What follows belongs to an exercise in optimizing a design on an open flow for small area and a short achievable clock period; a production flow would make more cautious choices. The RTL was checked by simulation tests, not by an equivalence proof against the original design. Power and IR drop assume default switching activity.

==> flow/design.v <==
module Control(
  input  [6:0] io_opcode,
  input  [2:0] io_funct3,
  input  [6:0] io_funct7,
  output       io_signals_regWrite,
  output       io_signals_memRead,
  output       io_signals_memWrite,
  output       io_signals_memToReg,
  output       io_signals_aluSrc,
  output       io_signals_branch,
  output       io_signals_jump,
  output [3:0] io_signals_aluOp
);
  wire  _io_signals_T = io_opcode == 7'h33;  
  wire  _io_signals_sig_aluOp_T = io_funct3 == 3'h0;  
  wire  _io_signals_sig_aluOp_T_2 = ~io_funct7[5];  
  wire  _io_signals_sig_aluOp_T_3 = io_funct3 == 3'h0 & ~io_funct7[5];  
  wire  _io_signals_sig_aluOp_T_7 = _io_signals_sig_aluOp_T & io_funct7[5];  
  wire  _io_signals_sig_aluOp_T_8 = io_funct3 == 3'h1;  
  wire  _io_signals_sig_aluOp_T_9 = io_funct3 == 3'h2;  
  wire  _io_signals_sig_aluOp_T_10 = io_funct3 == 3'h3;  
  wire  _io_signals_sig_aluOp_T_11 = io_funct3 == 3'h4;  
  wire  _io_signals_sig_aluOp_T_12 = io_funct3 == 3'h5;  
  wire  _io_signals_sig_aluOp_T_15 = io_funct3 == 3'h5 & _io_signals_sig_aluOp_T_2;  
  wire  _io_signals_sig_aluOp_T_19 = _io_signals_sig_aluOp_T_12 & io_funct7[5];  
  wire  _io_signals_sig_aluOp_T_20 = io_funct3 == 3'h6;  
  wire  _io_signals_sig_aluOp_T_21 = io_funct3 == 3'h7;  
  wire [3:0] _io_signals_sig_aluOp_T_22 = _io_signals_sig_aluOp_T_21 ? 4'h2 : 4'h0;  
  wire [3:0] _io_signals_sig_aluOp_T_23 = _io_signals_sig_aluOp_T_20 ? 4'h3 : _io_signals_sig_aluOp_T_22;  
  wire [3:0] _io_signals_sig_aluOp_T_24 = _io_signals_sig_aluOp_T_19 ? 4'h7 : _io_signals_sig_aluOp_T_23;  
  wire [3:0] _io_signals_sig_aluOp_T_25 = _io_signals_sig_aluOp_T_15 ? 4'h6 : _io_signals_sig_aluOp_T_24;  
  wire [3:0] _io_signals_sig_aluOp_T_26 = _io_signals_sig_aluOp_T_11 ? 4'h4 : _io_signals_sig_aluOp_T_25;  
  wire [3:0] _io_signals_sig_aluOp_T_27 = _io_signals_sig_aluOp_T_10 ? 4'h9 : _io_signals_sig_aluOp_T_26;  
  wire [3:0] _io_signals_sig_aluOp_T_28 = _io_signals_sig_aluOp_T_9 ? 4'h8 : _io_signals_sig_aluOp_T_27;  
  wire [3:0] _io_signals_sig_aluOp_T_29 = _io_signals_sig_aluOp_T_8 ? 4'h5 : _io_signals_sig_aluOp_T_28;  
  wire [3:0] _io_signals_sig_aluOp_T_30 = _io_signals_sig_aluOp_T_7 ? 4'h1 : _io_signals_sig_aluOp_T_29;  
  wire [3:0] io_signals_sig_aluOp = _io_signals_sig_aluOp_T_3 ? 4'h0 : _io_signals_sig_aluOp_T_30;  
  wire  _io_signals_T_1 = io_opcode == 7'h13;  
  wire [3:0] io_signals_sig_1_aluOp = _io_signals_sig_aluOp_T ? 4'h0 : _io_signals_sig_aluOp_T_29;  
  wire  _io_signals_T_2 = io_opcode == 7'h37;  
  wire  _io_signals_T_3 = io_opcode == 7'h17;  
  wire  _io_signals_T_4 = io_opcode == 7'h6f;  
  wire  _io_signals_T_5 = io_opcode == 7'h67;  
  wire  _io_signals_T_6 = io_opcode == 7'h63;  
  wire  _io_signals_T_7 = io_opcode == 7'h3;  
  wire  _io_signals_T_8 = io_opcode == 7'h23;  
  wire  _io_signals_T_10_memWrite = _io_signals_T_7 ? 1'h0 : _io_signals_T_8;  
  wire  _io_signals_T_11_regWrite = _io_signals_T_6 ? 1'h0 : _io_signals_T_7;  
  wire  _io_signals_T_11_memWrite = _io_signals_T_6 ? 1'h0 : _io_signals_T_10_memWrite;  
  wire  _io_signals_T_11_aluSrc = _io_signals_T_6 ? 1'h0 : _io_signals_T_7 | _io_signals_T_8;  
  wire  _io_signals_T_12_memRead = _io_signals_T_5 ? 1'h0 : _io_signals_T_11_regWrite;  
  wire  _io_signals_T_12_memWrite = _io_signals_T_5 ? 1'h0 : _io_signals_T_11_memWrite;  
  wire  _io_signals_T_12_branch = _io_signals_T_5 ? 1'h0 : _io_signals_T_6;  
  wire  _io_signals_T_13_memRead = _io_signals_T_4 ? 1'h0 : _io_signals_T_12_memRead;  
  wire  _io_signals_T_13_memWrite = _io_signals_T_4 ? 1'h0 : _io_signals_T_12_memWrite;  
  wire  _io_signals_T_13_aluSrc = _io_signals_T_4 ? 1'h0 : _io_signals_T_5 | _io_signals_T_11_aluSrc;  
  wire  _io_signals_T_13_branch = _io_signals_T_4 ? 1'h0 : _io_signals_T_12_branch;  
  wire  _io_signals_T_14_memRead = _io_signals_T_3 ? 1'h0 : _io_signals_T_13_memRead;  
  wire  _io_signals_T_14_memWrite = _io_signals_T_3 ? 1'h0 : _io_signals_T_13_memWrite;  
  wire  _io_signals_T_14_branch = _io_signals_T_3 ? 1'h0 : _io_signals_T_13_branch;  
  wire  _io_signals_T_14_jump = _io_signals_T_3 ? 1'h0 : _io_signals_T_4 | _io_signals_T_5;  
  wire  _io_signals_T_15_memRead = _io_signals_T_2 ? 1'h0 : _io_signals_T_14_memRead;  
  wire  _io_signals_T_15_memWrite = _io_signals_T_2 ? 1'h0 : _io_signals_T_14_memWrite;  
  wire  _io_signals_T_15_branch = _io_signals_T_2 ? 1'h0 : _io_signals_T_14_branch;  
  wire  _io_signals_T_15_jump = _io_signals_T_2 ? 1'h0 : _io_signals_T_14_jump;  
  wire  _io_signals_T_16_memRead = _io_signals_T_1 ? 1'h0 : _io_signals_T_15_memRead;  
  wire  _io_signals_T_16_memWrite = _io_signals_T_1 ? 1'h0 : _io_signals_T_15_memWrite;  
  wire  _io_signals_T_16_branch = _io_signals_T_1 ? 1'h0 : _io_signals_T_15_branch;  
  wire  _io_signals_T_16_jump = _io_signals_T_1 ? 1'h0 : _io_signals_T_15_jump;  
  wire [3:0] _io_signals_T_16_aluOp = _io_signals_T_1 ? io_signals_sig_1_aluOp : 4'h0;  
  assign io_signals_regWrite = _io_signals_T | (_io_signals_T_1 | (_io_signals_T_2 | (_io_signals_T_3 | (_io_signals_T_4
     | (_io_signals_T_5 | _io_signals_T_11_regWrite)))));  
  assign io_signals_memRead = _io_signals_T ? 1'h0 : _io_signals_T_16_memRead;  
  assign io_signals_memWrite = _io_signals_T ? 1'h0 : _io_signals_T_16_memWrite;  
  assign io_signals_memToReg = _io_signals_T ? 1'h0 : _io_signals_T_16_memRead;  
  assign io_signals_aluSrc = _io_signals_T ? 1'h0 : _io_signals_T_1 | (_io_signals_T_2 | (_io_signals_T_3 |
    _io_signals_T_13_aluSrc));  
  assign io_signals_branch = _io_signals_T ? 1'h0 : _io_signals_T_16_branch;  
  assign io_signals_jump = _io_signals_T ? 1'h0 : _io_signals_T_16_jump;  
  assign io_signals_aluOp = _io_signals_T ? io_signals_sig_aluOp : _io_signals_T_16_aluOp;  
endmodule
module RegFile(
  input         clock,
  input         reset,
  input  [4:0]  io_readAddr1,
  input  [4:0]  io_readAddr2,
  output [31:0] io_readData1,
  output [31:0] io_readData2,
  input  [4:0]  io_writeAddr,
  input  [31:0] io_writeData,
  input         io_writeEn
);
  reg [31:0] regs_0;  
  reg [31:0] regs_1;  
  reg [31:0] regs_2;  
  reg [31:0] regs_3;  
  reg [31:0] regs_4;  
  reg [31:0] regs_5;  
  reg [31:0] regs_6;  
  reg [31:0] regs_7;  
  reg [31:0] regs_8;  
  reg [31:0] regs_9;  
  reg [31:0] regs_10;  
  reg [31:0] regs_11;  
  reg [31:0] regs_12;  
  reg [31:0] regs_13;  
  reg [31:0] regs_14;  
  reg [31:0] regs_15;  
  reg [31:0] regs_16;  
  reg [31:0] regs_17;  
  reg [31:0] regs_18;  
  reg [31:0] regs_19;  
  reg [31:0] regs_20;  
  reg [31:0] regs_21;  
  reg [31:0] regs_22;  
  reg [31:0] regs_23;  
  reg [31:0] regs_24;  
  reg [31:0] regs_25;  
  reg [31:0] regs_26;  
  reg [31:0] regs_27;  
  reg [31:0] regs_28;  
  reg [31:0] regs_29;  
  reg [31:0] regs_30;  
  reg [31:0] regs_31;  
  wire [31:0] _GEN_1 = 5'h1 == io_readAddr1 ? regs_1 : regs_0;  
  wire [31:0] _GEN_2 = 5'h2 == io_readAddr1 ? regs_2 : _GEN_1;  
  wire [31:0] _GEN_3 = 5'h3 == io_readAddr1 ? regs_3 : _GEN_2;  
  wire [31:0] _GEN_4 = 5'h4 == io_readAddr1 ? regs_4 : _GEN_3;  
  wire [31:0] _GEN_5 = 5'h5 == io_readAddr1 ? regs_5 : _GEN_4;  
  wire [31:0] _GEN_6 = 5'h6 == io_readAddr1 ? regs_6 : _GEN_5;  
  wire [31:0] _GEN_7 = 5'h7 == io_readAddr1 ? regs_7 : _GEN_6;  
  wire [31:0] _GEN_8 = 5'h8 == io_readAddr1 ? regs_8 : _GEN_7;  
  wire [31:0] _GEN_9 = 5'h9 == io_readAddr1 ? regs_9 : _GEN_8;  
  wire [31:0] _GEN_10 = 5'ha == io_readAddr1 ? regs_10 : _GEN_9;  
  wire [31:0] _GEN_11 = 5'hb == io_readAddr1 ? regs_11 : _GEN_10;  
  wire [31:0] _GEN_12 = 5'hc == io_readAddr1 ? regs_12 : _GEN_11;  
  wire [31:0] _GEN_13 = 5'hd == io_readAddr1 ? regs_13 : _GEN_12;  
  wire [31:0] _GEN_14 = 5'he == io_readAddr1 ? regs_14 : _GEN_13;  
  wire [31:0] _GEN_15 = 5'hf == io_readAddr1 ? regs_15 : _GEN_14;  
  wire [31:0] _GEN_16 = 5'h10 == io_readAddr1 ? regs_16 : _GEN_15;  
  wire [31:0] _GEN_17 = 5'h11 == io_readAddr1 ? regs_17 : _GEN_16;  
  wire [31:0] _GEN_18 = 5'h12 == io_readAddr1 ? regs_18 : _GEN_17;  
  wire [31:0] _GEN_19 = 5'h13 == io_readAddr1 ? regs_19 : _GEN_18;  
  wire [31:0] _GEN_20 = 5'h14 == io_readAddr1 ? regs_20 : _GEN_19;  
  wire [31:0] _GEN_21 = 5'h15 == io_readAddr1 ? regs_21 : _GEN_20;  
  wire [31:0] _GEN_22 = 5'h16 == io_readAddr1 ? regs_22 : _GEN_21;  
  wire [31:0] _GEN_23 = 5'h17 == io_readAddr1 ? regs_23 : _GEN_22;  
  wire [31:0] _GEN_24 = 5'h18 == io_readAddr1 ? regs_24 : _GEN_23;  
  wire [31:0] _GEN_25 = 5'h19 == io_readAddr1 ? regs_25 : _GEN_24;  
  wire [31:0] _GEN_26 = 5'h1a == io_readAddr1 ? regs_26 : _GEN_25;  
  wire [31:0] _GEN_27 = 5'h1b == io_readAddr1 ? regs_27 : _GEN_26;  
  wire [31:0] _GEN_28 = 5'h1c == io_readAddr1 ? regs_28 : _GEN_27;  
  wire [31:0] _GEN_29 = 5'h1d == io_readAddr1 ? regs_29 : _GEN_28;  
  wire [31:0] _GEN_30 = 5'h1e == io_readAddr1 ? regs_30 : _GEN_29;  
  wire [31:0] _GEN_31 = 5'h1f == io_readAddr1 ? regs_31 : _GEN_30;  
  wire [31:0] _GEN_33 = 5'h1 == io_readAddr2 ? regs_1 : regs_0;  
  wire [31:0] _GEN_34 = 5'h2 == io_readAddr2 ? regs_2 : _GEN_33;  
  wire [31:0] _GEN_35 = 5'h3 == io_readAddr2 ? regs_3 : _GEN_34;  
  wire [31:0] _GEN_36 = 5'h4 == io_readAddr2 ? regs_4 : _GEN_35;  
  wire [31:0] _GEN_37 = 5'h5 == io_readAddr2 ? regs_5 : _GEN_36;  
  wire [31:0] _GEN_38 = 5'h6 == io_readAddr2 ? regs_6 : _GEN_37;  
  wire [31:0] _GEN_39 = 5'h7 == io_readAddr2 ? regs_7 : _GEN_38;  
  wire [31:0] _GEN_40 = 5'h8 == io_readAddr2 ? regs_8 : _GEN_39;  
  wire [31:0] _GEN_41 = 5'h9 == io_readAddr2 ? regs_9 : _GEN_40;  
  wire [31:0] _GEN_42 = 5'ha == io_readAddr2 ? regs_10 : _GEN_41;  
  wire [31:0] _GEN_43 = 5'hb == io_readAddr2 ? regs_11 : _GEN_42;  
  wire [31:0] _GEN_44 = 5'hc == io_readAddr2 ? regs_12 : _GEN_43;  
  wire [31:0] _GEN_45 = 5'hd == io_readAddr2 ? regs_13 : _GEN_44;  
  wire [31:0] _GEN_46 = 5'he == io_readAddr2 ? regs_14 : _GEN_45;  
  wire [31:0] _GEN_47 = 5'hf == io_readAddr2 ? regs_15 : _GEN_46;  
  wire [31:0] _GEN_48 = 5'h10 == io_readAddr2 ? regs_16 : _GEN_47;  
  wire [31:0] _GEN_49 = 5'h11 == io_readAddr2 ? regs_17 : _GEN_48;  
  wire [31:0] _GEN_50 = 5'h12 == io_readAddr2 ? regs_18 : _GEN_49;  
  wire [31:0] _GEN_51 = 5'h13 == io_readAddr2 ? regs_19 : _GEN_50;  
  wire [31:0] _GEN_52 = 5'h14 == io_readAddr2 ? regs_20 : _GEN_51;  
  wire [31:0] _GEN_53 = 5'h15 == io_readAddr2 ? regs_21 : _GEN_52;  
  wire [31:0] _GEN_54 = 5'h16 == io_readAddr2 ? regs_22 : _GEN_53;  
  wire [31:0] _GEN_55 = 5'h17 == io_readAddr2 ? regs_23 : _GEN_54;  
  wire [31:0] _GEN_56 = 5'h18 == io_readAddr2 ? regs_24 : _GEN_55;  
  wire [31:0] _GEN_57 = 5'h19 == io_readAddr2 ? regs_25 : _GEN_56;  
  wire [31:0] _GEN_58 = 5'h1a == io_readAddr2 ? regs_26 : _GEN_57;  
  wire [31:0] _GEN_59 = 5'h1b == io_readAddr2 ? regs_27 : _GEN_58;  
  wire [31:0] _GEN_60 = 5'h1c == io_readAddr2 ? regs_28 : _GEN_59;  
  wire [31:0] _GEN_61 = 5'h1d == io_readAddr2 ? regs_29 : _GEN_60;  
  wire [31:0] _GEN_62 = 5'h1e == io_readAddr2 ? regs_30 : _GEN_61;  
  wire [31:0] _GEN_63 = 5'h1f == io_readAddr2 ? regs_31 : _GEN_62;  
  assign io_readData1 = io_readAddr1 == 5'h0 ? 32'h0 : _GEN_31;  
  assign io_readData2 = io_readAddr2 == 5'h0 ? 32'h0 : _GEN_63;  
  always @(posedge clock) begin
    if (reset) begin  
      regs_0 <= 32'h0;  
    end else if (io_writeEn & io_writeAddr != 5'h0) begin  
      if (5'h0 == io_writeAddr) begin  
        regs_0 <= io_writeData;  
      end
    end
    if (reset) begin  
      regs_1 <= 32'h0;  
    end else if (io_writeEn & io_writeAddr != 5'h0) begin  
      if (5'h1 == io_writeAddr) begin  
        regs_1 <= io_writeData;  
      end
    end
    if (reset) begin  
      regs_2 <= 32'h0;  
    end else if (io_writeEn & io_writeAddr != 5'h0) begin  
      if (5'h2 == io_writeAddr) begin  
        regs_2 <= io_writeData;  
      end
    end
    if (reset) begin  
      regs_3 <= 32'h0;  
    end else if (io_writeEn & io_writeAddr != 5'h0) begin  
      if (5'h3 == io_writeAddr) begin  
        regs_3 <= io_writeData;  
      end
    end
    if (reset) begin  
      regs_4 <= 32'h0;  
    end else if (io_writeEn & io_writeAddr != 5'h0) begin  
      if (5'h4 == io_writeAddr) begin  
        regs_4 <= io_writeData;  
      end
    end
    if (reset) begin  
      regs_5 <= 32'h0;  
    end else if (io_writeEn & io_writeAddr != 5'h0) begin  
      if (5'h5 == io_writeAddr) begin  
        regs_5 <= io_writeData;  
      end
    end
    if (reset) begin  
      regs_6 <= 32'h0;  
    end else if (io_writeEn & io_writeAddr != 5'h0) begin  
      if (5'h6 == io_writeAddr) begin  
        regs_6 <= io_writeData;  
      end
    end
    if (reset) begin  
      regs_7 <= 32'h0;  
    end else if (io_writeEn & io_writeAddr != 5'h0) begin  
      if (5'h7 == io_writeAddr) begin  
        regs_7 <= io_writeData;  
      end
    end
    if (reset) begin  
      regs_8 <= 32'h0;  
    end else if (io_writeEn & io_writeAddr != 5'h0) begin  
      if (5'h8 == io_writeAddr) begin  
        regs_8 <= io_writeData;  
      end
    end
    if (reset) begin  
      regs_9 <= 32'h0;  
    end else if (io_writeEn & io_writeAddr != 5'h0) begin  
      if (5'h9 == io_writeAddr) begin  
        regs_9 <= io_writeData;  
      end
    end
    if (reset) begin  
      regs_10 <= 32'h0;  
    end else if (io_writeEn & io_writeAddr != 5'h0) begin  
      if (5'ha == io_writeAddr) begin  
        regs_10 <= io_writeData;  
      end
    end
    if (reset) begin  
      regs_11 <= 32'h0;  
    end else if (io_writeEn & io_writeAddr != 5'h0) begin  
      if (5'hb == io_writeAddr) begin  
        regs_11 <= io_writeData;  
      end
    end
    if (reset) begin  
      regs_12 <= 32'h0;  
    end else if (io_writeEn & io_writeAddr != 5'h0) begin  
      if (5'hc == io_writeAddr) begin  
        regs_12 <= io_writeData;  
      end
    end
    if (reset) begin  
      regs_13 <= 32'h0;  
    end else if (io_writeEn & io_writeAddr != 5'h0) begin  
      if (5'hd == io_writeAddr) begin  
        regs_13 <= io_writeData;  
      end
    end
    if (reset) begin  
      regs_14 <= 32'h0;  
    end else if (io_writeEn & io_writeAddr != 5'h0) begin  
      if (5'he == io_writeAddr) begin  
        regs_14 <= io_writeData;  
      end
    end
    if (reset) begin  
      regs_15 <= 32'h0;  
    end else if (io_writeEn & io_writeAddr != 5'h0) begin  
      if (5'hf == io_writeAddr) begin  
        regs_15 <= io_writeData;  
      end
    end
    if (reset) begin  
      regs_16 <= 32'h0;  
    end else if (io_writeEn & io_writeAddr != 5'h0) begin  
      if (5'h10 == io_writeAddr) begin  
        regs_16 <= io_writeData;  
      end
    end
    if (reset) begin  
      regs_17 <= 32'h0;  
    end else if (io_writeEn & io_writeAddr != 5'h0) begin  
      if (5'h11 == io_writeAddr) begin  
        regs_17 <= io_writeData;  
      end
    end
    if (reset) begin  
      regs_18 <= 32'h0;  
    end else if (io_writeEn & io_writeAddr != 5'h0) begin  
      if (5'h12 == io_writeAddr) begin  
        regs_18 <= io_writeData;  
      end
    end
    if (reset) begin  
      regs_19 <= 32'h0;  
    end else if (io_writeEn & io_writeAddr != 5'h0) begin  
      if (5'h13 == io_writeAddr) begin  
        regs_19 <= io_writeData;  
      end
    end
    if (reset) begin  
      regs_20 <= 32'h0;  
    end else if (io_writeEn & io_writeAddr != 5'h0) begin  
      if (5'h14 == io_writeAddr) begin  
        regs_20 <= io_writeData;  
      end
    end
    if (reset) begin  
      regs_21 <= 32'h0;  
    end else if (io_writeEn & io_writeAddr != 5'h0) begin  
      if (5'h15 == io_writeAddr) begin  
        regs_21 <= io_writeData;  
      end
    end
    if (reset) begin  
      regs_22 <= 32'h0;  
    end else if (io_writeEn & io_writeAddr != 5'h0) begin  
      if (5'h16 == io_writeAddr) begin  
        regs_22 <= io_writeData;  
      end
    end
    if (reset) begin  
      regs_23 <= 32'h0;  
    end else if (io_writeEn & io_writeAddr != 5'h0) begin  
      if (5'h17 == io_writeAddr) begin  
        regs_23 <= io_writeData;  
      end
    end
    if (reset) begin  
      regs_24 <= 32'h0;  
    end else if (io_writeEn & io_writeAddr != 5'h0) begin  
      if (5'h18 == io_writeAddr) begin  
        regs_24 <= io_writeData;  
      end
    end
    if (reset) begin  
      regs_25 <= 32'h0;  
    end else if (io_writeEn & io_writeAddr != 5'h0) begin  
      if (5'h19 == io_writeAddr) begin  
        regs_25 <= io_writeData;  
      end
    end
    if (reset) begin  
      regs_26 <= 32'h0;  
    end else if (io_writeEn & io_writeAddr != 5'h0) begin  
      if (5'h1a == io_writeAddr) begin  
        regs_26 <= io_writeData;  
      end
    end
    if (reset) begin  
      regs_27 <= 32'h0;  
    end else if (io_writeEn & io_writeAddr != 5'h0) begin  
      if (5'h1b == io_writeAddr) begin  
        regs_27 <= io_writeData;  
      end
    end
    if (reset) begin  
      regs_28 <= 32'h0;  
    end else if (io_writeEn & io_writeAddr != 5'h0) begin  
      if (5'h1c == io_writeAddr) begin  
        regs_28 <= io_writeData;  
      end
    end
    if (reset) begin  
      regs_29 <= 32'h0;  
    end else if (io_writeEn & io_writeAddr != 5'h0) begin  
      if (5'h1d == io_writeAddr) begin  
        regs_29 <= io_writeData;  
      end
    end
    if (reset) begin  
      regs_30 <= 32'h0;  
    end else if (io_writeEn & io_writeAddr != 5'h0) begin  
      if (5'h1e == io_writeAddr) begin  
        regs_30 <= io_writeData;  
      end
    end
    if (reset) begin  
      regs_31 <= 32'h0;  
    end else if (io_writeEn & io_writeAddr != 5'h0) begin  
      if (5'h1f == io_writeAddr) begin  
        regs_31 <= io_writeData;  
      end
    end
  end
endmodule
module Alu(
  input  [3:0]  io_op,
  input  [31:0] io_in1,
  input  [31:0] io_in2,
  output [31:0] io_out,
  output        io_zero
);
  wire [4:0] shamt = io_in2[4:0];  
  wire  _io_out_T = io_op == 4'h0;  
  wire [31:0] _io_out_T_2 = io_in1 + io_in2;  
  wire  _io_out_T_3 = io_op == 4'h1;  
  wire [31:0] _io_out_T_5 = io_in1 - io_in2;  
  wire  _io_out_T_6 = io_op == 4'h2;  
  wire [31:0] _io_out_T_7 = io_in1 & io_in2;  
  wire  _io_out_T_8 = io_op == 4'h3;  
  wire [31:0] _io_out_T_9 = io_in1 | io_in2;  
  wire  _io_out_T_10 = io_op == 4'h4;  
  wire [31:0] _io_out_T_11 = io_in1 ^ io_in2;  
  wire  _io_out_T_12 = io_op == 4'h5;  
  wire [62:0] _GEN_0 = {{31'd0}, io_in1};  
  wire [62:0] _io_out_T_13 = _GEN_0 << shamt;  
  wire  _io_out_T_14 = io_op == 4'h6;  
  wire [31:0] _io_out_T_15 = io_in1 >> shamt;  
  wire  _io_out_T_16 = io_op == 4'h7;  
  wire [31:0] _io_out_T_19 = $signed(io_in1) >>> shamt;  
  wire  _io_out_T_20 = io_op == 4'h8;  
  wire  _io_out_T_23 = $signed(io_in1) < $signed(io_in2);  
  wire  _io_out_T_24 = io_op == 4'h9;  
  wire  _io_out_T_25 = io_in1 < io_in2;  
  wire  _io_out_T_27 = _io_out_T_20 ? _io_out_T_23 : _io_out_T_24 & _io_out_T_25;  
  wire [31:0] _io_out_T_28 = _io_out_T_16 ? _io_out_T_19 : {{31'd0}, _io_out_T_27};  
  wire [31:0] _io_out_T_29 = _io_out_T_14 ? _io_out_T_15 : _io_out_T_28;  
  wire [62:0] _io_out_T_30 = _io_out_T_12 ? _io_out_T_13 : {{31'd0}, _io_out_T_29};  
  wire [62:0] _io_out_T_31 = _io_out_T_10 ? {{31'd0}, _io_out_T_11} : _io_out_T_30;  
  wire [62:0] _io_out_T_32 = _io_out_T_8 ? {{31'd0}, _io_out_T_9} : _io_out_T_31;  
  wire [62:0] _io_out_T_33 = _io_out_T_6 ? {{31'd0}, _io_out_T_7} : _io_out_T_32;  
  wire [62:0] _io_out_T_34 = _io_out_T_3 ? {{31'd0}, _io_out_T_5} : _io_out_T_33;  
  wire [62:0] _io_out_T_35 = _io_out_T ? {{31'd0}, _io_out_T_2} : _io_out_T_34;  
  assign io_out = _io_out_T_35[31:0];  
  assign io_zero = io_out == 32'h0;  
endmodule
module Core(
  input         clock,
  input         reset,
  output [31:0] io_instrAddr,
  input  [31:0] io_instrData,
  output [31:0] io_dataAddr,
  output [31:0] io_dataWrite,
  input  [31:0] io_dataRead,
  output        io_dataWen,
  output        io_dataRen,
  output [3:0]  io_dataMask,
  output [31:0] io_pcDebug
);
  wire [6:0] control_io_opcode;  
  wire [2:0] control_io_funct3;  
  wire [6:0] control_io_funct7;  
  wire  control_io_signals_regWrite;  
  wire  control_io_signals_memRead;  
  wire  control_io_signals_memWrite;  
  wire  control_io_signals_memToReg;  
  wire  control_io_signals_aluSrc;  
  wire  control_io_signals_branch;  
  wire  control_io_signals_jump;  
  wire [3:0] control_io_signals_aluOp;  
  wire  regFile_clock;  
  wire  regFile_reset;  
  wire [4:0] regFile_io_readAddr1;  
  wire [4:0] regFile_io_readAddr2;  
  wire [31:0] regFile_io_readData1;  
  wire [31:0] regFile_io_readData2;  
  wire [4:0] regFile_io_writeAddr;  
  wire [31:0] regFile_io_writeData;  
  wire  regFile_io_writeEn;  
  wire [3:0] alu_io_op;  
  wire [31:0] alu_io_in1;  
  wire [31:0] alu_io_in2;  
  wire [31:0] alu_io_out;  
  wire  alu_io_zero;  
  reg [31:0] pcReg;  
  wire  _aluIn1_T_1 = io_instrData[6:0] == 7'h17;  
  wire [31:0] datapath_regRead1 = regFile_io_readData1;  
  wire [19:0] _aluIn2_T_2 = io_instrData[31] ? 20'hfffff : 20'h0;  
  wire [31:0] _aluIn2_T_6 = {_aluIn2_T_2,io_instrData[31:20]};  
  wire [31:0] datapath_regRead2 = regFile_io_readData2;  
  wire [31:0] aluIn2 = control_io_signals_aluSrc ? _aluIn2_T_6 : datapath_regRead2;  
  wire [31:0] _finalAluIn2_T_6 = {io_instrData[31:12],12'h0};  
  wire [31:0] _datapath_regWriteData_T_1 = pcReg + 32'h4;  
  wire [31:0] datapath_aluResult = alu_io_out;  
  wire [31:0] _datapath_regWriteData_T_2 = control_io_signals_jump ? _datapath_regWriteData_T_1 : datapath_aluResult;  
  wire [18:0] _branchTarget_T_2 = io_instrData[31] ? 19'h7ffff : 19'h0;  
  wire [31:0] _branchTarget_T_9 = {_branchTarget_T_2,io_instrData[31],io_instrData[7],io_instrData[30:25],io_instrData[
    11:8],1'h0};  
  wire [31:0] branchTarget = pcReg + _branchTarget_T_9;  
  wire  _jumpTarget_T_1 = io_instrData[6:0] == 7'h67;  
  wire [31:0] _jumpTarget_T_10 = datapath_regRead1 + _aluIn2_T_6;  
  wire [31:0] _jumpTarget_T_12 = _jumpTarget_T_10 & 32'hfffffffe;  
  wire [10:0] _jumpTarget_T_15 = io_instrData[31] ? 11'h7ff : 11'h0;  
  wire [31:0] _jumpTarget_T_22 = {_jumpTarget_T_15,io_instrData[31],io_instrData[19:12],io_instrData[20],io_instrData[30
    :21],1'h0};  
  wire [31:0] _jumpTarget_T_24 = pcReg + _jumpTarget_T_22;  
  wire  _nextPc_T_2 = control_io_signals_branch & alu_io_zero;  
  Control control (  
    .io_opcode(control_io_opcode),
    .io_funct3(control_io_funct3),
    .io_funct7(control_io_funct7),
    .io_signals_regWrite(control_io_signals_regWrite),
    .io_signals_memRead(control_io_signals_memRead),
    .io_signals_memWrite(control_io_signals_memWrite),
    .io_signals_memToReg(control_io_signals_memToReg),
    .io_signals_aluSrc(control_io_signals_aluSrc),
    .io_signals_branch(control_io_signals_branch),
    .io_signals_jump(control_io_signals_jump),
    .io_signals_aluOp(control_io_signals_aluOp)
  );
  RegFile regFile (  
    .clock(regFile_clock),
    .reset(regFile_reset),
    .io_readAddr1(regFile_io_readAddr1),
    .io_readAddr2(regFile_io_readAddr2),
    .io_readData1(regFile_io_readData1),
    .io_readData2(regFile_io_readData2),
    .io_writeAddr(regFile_io_writeAddr),
    .io_writeData(regFile_io_writeData),
    .io_writeEn(regFile_io_writeEn)
  );
  Alu alu (  
    .io_op(alu_io_op),
    .io_in1(alu_io_in1),
    .io_in2(alu_io_in2),
    .io_out(alu_io_out),
    .io_zero(alu_io_zero)
  );
  assign io_instrAddr = pcReg;  
  assign io_dataAddr = alu_io_out;  
  assign io_dataWrite = regFile_io_readData2;  
  assign io_dataWen = control_io_signals_memWrite;  
  assign io_dataRen = control_io_signals_memRead;  
  assign io_dataMask = 4'hf;  
  assign io_pcDebug = pcReg;  
  assign control_io_opcode = io_instrData[6:0];  
  assign control_io_funct3 = io_instrData[14:12];  
  assign control_io_funct7 = io_instrData[31:25];  
  assign regFile_clock = clock;
  assign regFile_reset = reset;
  assign regFile_io_readAddr1 = io_instrData[19:15];  
  assign regFile_io_readAddr2 = io_instrData[24:20];  
  assign regFile_io_writeAddr = io_instrData[11:7];  
  assign regFile_io_writeData = control_io_signals_memToReg ? io_dataRead : _datapath_regWriteData_T_2;  
  assign regFile_io_writeEn = control_io_signals_regWrite;  
  assign alu_io_op = control_io_signals_aluOp;  
  assign alu_io_in1 = _aluIn1_T_1 ? pcReg : datapath_regRead1;  
  assign alu_io_in2 = io_instrData[6:0] == 7'h37 ? _finalAluIn2_T_6 : aluIn2;  
  always @(posedge clock) begin
    if (reset) begin  
      pcReg <= 32'h80000000;  
    end else if (control_io_signals_jump) begin  
      if (_jumpTarget_T_1) begin  
        pcReg <= _jumpTarget_T_12;
      end else begin
        pcReg <= _jumpTarget_T_24;
      end
    end else if (_nextPc_T_2) begin  
      pcReg <= branchTarget;
    end else begin
      pcReg <= _datapath_regWriteData_T_1;
    end
  end
endmodule
==> flow/run.sh <==
#!/bin/bash
# synth_recipe.tcl (not shown) runs the flow's synth.tcl, then flattens the netlist and writes it again
# the make line also repeats each setting of config.mk as NAME=value (left out here)
make -C /OpenROAD-flow-scripts/flow DESIGN_CONFIG=/design/flow/config.mk WORK_HOME=/design/flow/orfs CLKGATE_MAP_FILE= SYNTH_SCRIPT=/design/flow/synth_recipe.tcl finish
==> flow/config.mk <==
export PLATFORM = sky130hd
export DESIGN_NAME = Core
export DESIGN_NICKNAME = Core
export VERILOG_FILES = /design/flow/design.v
export SDC_FILE = /design/flow/constraint.sdc
export NUM_CORES = 4
export LEC_CHECK = 0
export CAP_MARGIN = 20
export CORE_MARGIN = 2
export CORE_UTILIZATION = 40
export SETUP_SLACK_MARGIN = 0.6
export SLEW_MARGIN = 20
==> flow/constraint.sdc <==
create_clock -name core_clock -period 14.5 [get_ports {clock}]
set_input_delay 2.9000 -clock core_clock [delete_from_list [all_inputs] [get_ports {clock}]]
set_output_delay 2.9000 -clock core_clock [all_outputs]
set_load 0.01 [all_outputs]
==> impl_metrics.toml <==
[clock_network]
cts_tree = "yes"
cts_inserted_buffers = 118
cts-root-buf = "clkbuf_16"
clk_latency_ps = 820
clock_path_buffers = 3
cts.clk_slew.worst_paths_ps = 60
htree_levels = 3
clock-sinks = 1055

[floorplanning]
start_util_pct = 40.2
die_area_um2 = 184000
die_w_um = 429
placementRows = 156
io_pins = 200
core_um2 = 180000
die-height_um = 429

[drt]
antenna_left = 0
routed_wl_mm = 458
dr.pass1.iters = 7
post_drt_wl_per_cell_um = 37.5
dr_total_vias = 85700
viasPerCell = 7.02
drc = 0
drtIter0Drc = 13400

[setup_path]
startpoint_type = "input pin"
reg2reg_slack_ps = 5290
crit_type = "in2out"
crit_required_ps = 11600
cp.arrival_ps = 11070
crit_path_end_kind = "output pin"
critPathMaxFanout = 10

[yosys]
ys_seq_area_share_pct = 29.2
synth_cell_types = 119
ys_ff_latch = 1055
avgSynthCellArea_um2 = 7.45
synthTopCellsByArea = "dfxtp_1, a211oi_1, nor2_1, a21oi_1, clkbuf_1"
synth_edf_count = 0
syn_area_um2 = 72400
async_flop_share_pct = 0
ys.flop_type = "dfxtp_1"
yosys_warnings = 2
synth_cells = 9713
yosys.area.top_type_share_pct = 29.2
synth_area_leader_cell = "dfxtp_1"

[worst_hold_path]
hp-class = "reg2reg"

[grt]
grtUsageTotal_pct = 47.4
grt_pass1_vias = 77600
antenna_found_initial = 35
grt_remaining_overflow = 0
grt_pass1_wl_mm = 629
grt_max_degree = 195

[cells_and_area]
syn2layout_area_growth_pct = 16.0
nets = 9966
drive_above_1_share_pct = 12.5
fin_util_pct = 46.6
final_cell_mix = "nor2_1, a211oi_1, dfxtp_1, buf_4, a21oi_1"
final_common_cell = "nor2_1"
fill_cells = 18200
instances_no_fill = 12200

[place]
dp.cells = 12000
gp_congestion = 1.16
port_buffers = 193
hpwlAfterDp_mm = 341

[status]
outcome = "no timing/DRC/antenna violations"

[sta]
rsz0062_at_grt = "true"
fmax_ghz = 0.0716
slew_viol_final = 0
skew_ps = 63.8
setup_viol_count_final = 0
maxSlewHeadroom_pct = 6.78
period_minus_slack_ps = 13970
hold_viol = 0
tightest_slew_ps = 1400
finalCritPeriodShare_pct = 96.4

[pwr]
p_per_area_nw_per_um2 = 111
vdd_drop_max_uv = 118
power.total_mw = 9.31
p_leak_nw = 30.1

[run]
maxCapViolCount = 0
metal layers:
layer	track usage (%)	share of wire, %	vias up
met4	42.5	11	32
met2	69.7	41	6588
met5	0	0.050	-
met1	56.0	36	40800
li1	-	-	36400
met3	13.7	12	1925
worst max-delay path, cell delays in order:
cell and delay, ps:
clkdlybuf4s50_1 930, and3b_1 430, o31ai_1 550, nand2_1 520, o21a_1 330, o211a_1 160, nor2_2 730, buf_4 400
inv_2 80, ha_1 270, a21o_1 210, a2111oi_0 420, buf_4 190, nor4_1 50, buf_4 140, nor2_1 180
a21o_1 180, o221ai_1 120, a221oi_1 300, buf_4 190, nand2_1 330, a31oi_1 330, o211ai_1 120, o21ai_0 230
buf_4 150, inv_1 90, clkdlybuf4s50_1 510
through the flow:
step / TNS, ps / area [µm²] / setup slack, ps / hold WS, ps
6_report: 0 / 84000 / 527 / 478
5_1_grt: 0 / 83900 / 529 / 492
4_1_cts: 0 / 83500 / 613 / 481
3_5_place_dp: -72.9 / 79300 / -37.2 / 469
3_3_place_gp: -564 / 79300 / -188 / 469
2_1_floorplan: 0 / 72400 / 2180 / 447
logic make-up (layout without fill, tap and decap cells):
group                      count (synthesis)  count (layout)  synth area share [%]
and+or+nand+nor                         3299            3299                  20.9
xor gates and xnor gates                 113             113                  1.37
DFF                                     1055            1055                  29.2
muxes                                    261             261                  3.75
other                                      2              22                0.0104
adders and majority gates                176             176                  3.10
buffers and inverters                   1173            1275                  6.80
AOI/OAI and AO/OA                       3634            3634                  34.9
worst paths after layout:
kind | startpoint | to | cells past startpoint
setup / recovery | io_instrData[5] | io_dataAddr[12] | 27
setup reg to reg | regFile.regs_1[10] | pcReg[23] | 39
hold / removal | regFile.regs_0[24] | regFile.regs_0[24] | 1
hold reg to reg | regFile.regs_0[24] | regFile.regs_0[24] | 1
synth_stat cells (all sizes together) (26+ instances only):
| library cell | n |
|---|---|
| a2111oi | 35 |
| a211o | 39 |
| a211oi | 1213 |
| a21o | 87 |
| a21oi | 601 |
| a221o | 38 |
| a221oi | 91 |
| a22o | 32 |
| a22oi | 156 |
| a31oi | 83 |
| a32oi | 27 |
| and2 | 28 |
| and3 | 75 |
| and3b | 37 |
| buf | 268 |
| clkbuf | 747 |
| dfxtp | 1055 |
| ha | 171 |
| inv | 155 |
| mux2 | 39 |
| mux2i | 220 |
| nand2 | 484 |
| nand2b | 65 |
| nand3 | 255 |
| nand4 | 53 |
| nor2 | 1677 |
| nor2b | 120 |
| nor3 | 240 |
| nor4 | 66 |
| o211ai | 81 |
| o21a | 43 |
| o21ai | 503 |
| o221ai | 64 |
| o22ai | 192 |
| o31a | 26 |
| o31ai | 42 |
| or3 | 37 |
| xnor2 | 74 |
| xor2 | 39 |
where the power goes:
part           switching (mW)  internal [mW]
registers              0.0150           2.91
clock network            1.38           1.92
logic                    2.21          0.886
final cells by class:
cell class	instances	area (µm²)	area share, %
diodes	16	40.0	0.0477
clock buffers	153	3250	3.87
clock inverters	62	891	1.06
inverters	158	594	0.708
multi-input cells	7489	47400	56.4
flip-flops and latches	1055	21100	25.2
well taps	2370	2970	3.53
repair buffers	902	7730	9.21
what timing repair did:
| item | in CTS | in global routing |
|---|---|---|
| setup endpoints to repair | 18 | 18 |
| hold buffers | 0 | 0 |
| resized for setup | 10 | 44 |
| pin swaps | 4 | 6 |
| gates cloned | 0 | 0 |
| setup buffers | 3 | 6 |

[port drivers added, routing unchanged]
The results above use ideal ports. As a check the final layout listed here was re-extracted and re-timed, cells and wires unchanged.
Step 1 assumes that a clkbuf_16 drives the clock port and a buf_2 every other input.
Step 2, shift: input delay + t, output delay - t, t = (earliest + latest rising clock arrival at the registers) / 2. This alone moves slack from input paths to output paths.
Three values: ideal ports, drivers, drivers and shift; two values: the first two.
t (ns): 0.880
setup WS [ns]: 0.527 / 0.421 / 0.421
worst setup path after step 2: input to output
worst register clock-pin slew, ns: 0.07 / 0.07
After both steps setup and hold are still met in this run. For this run, drivers alone change the setup slack by -0.106 ns; drivers and shift together by -0.106 ns.
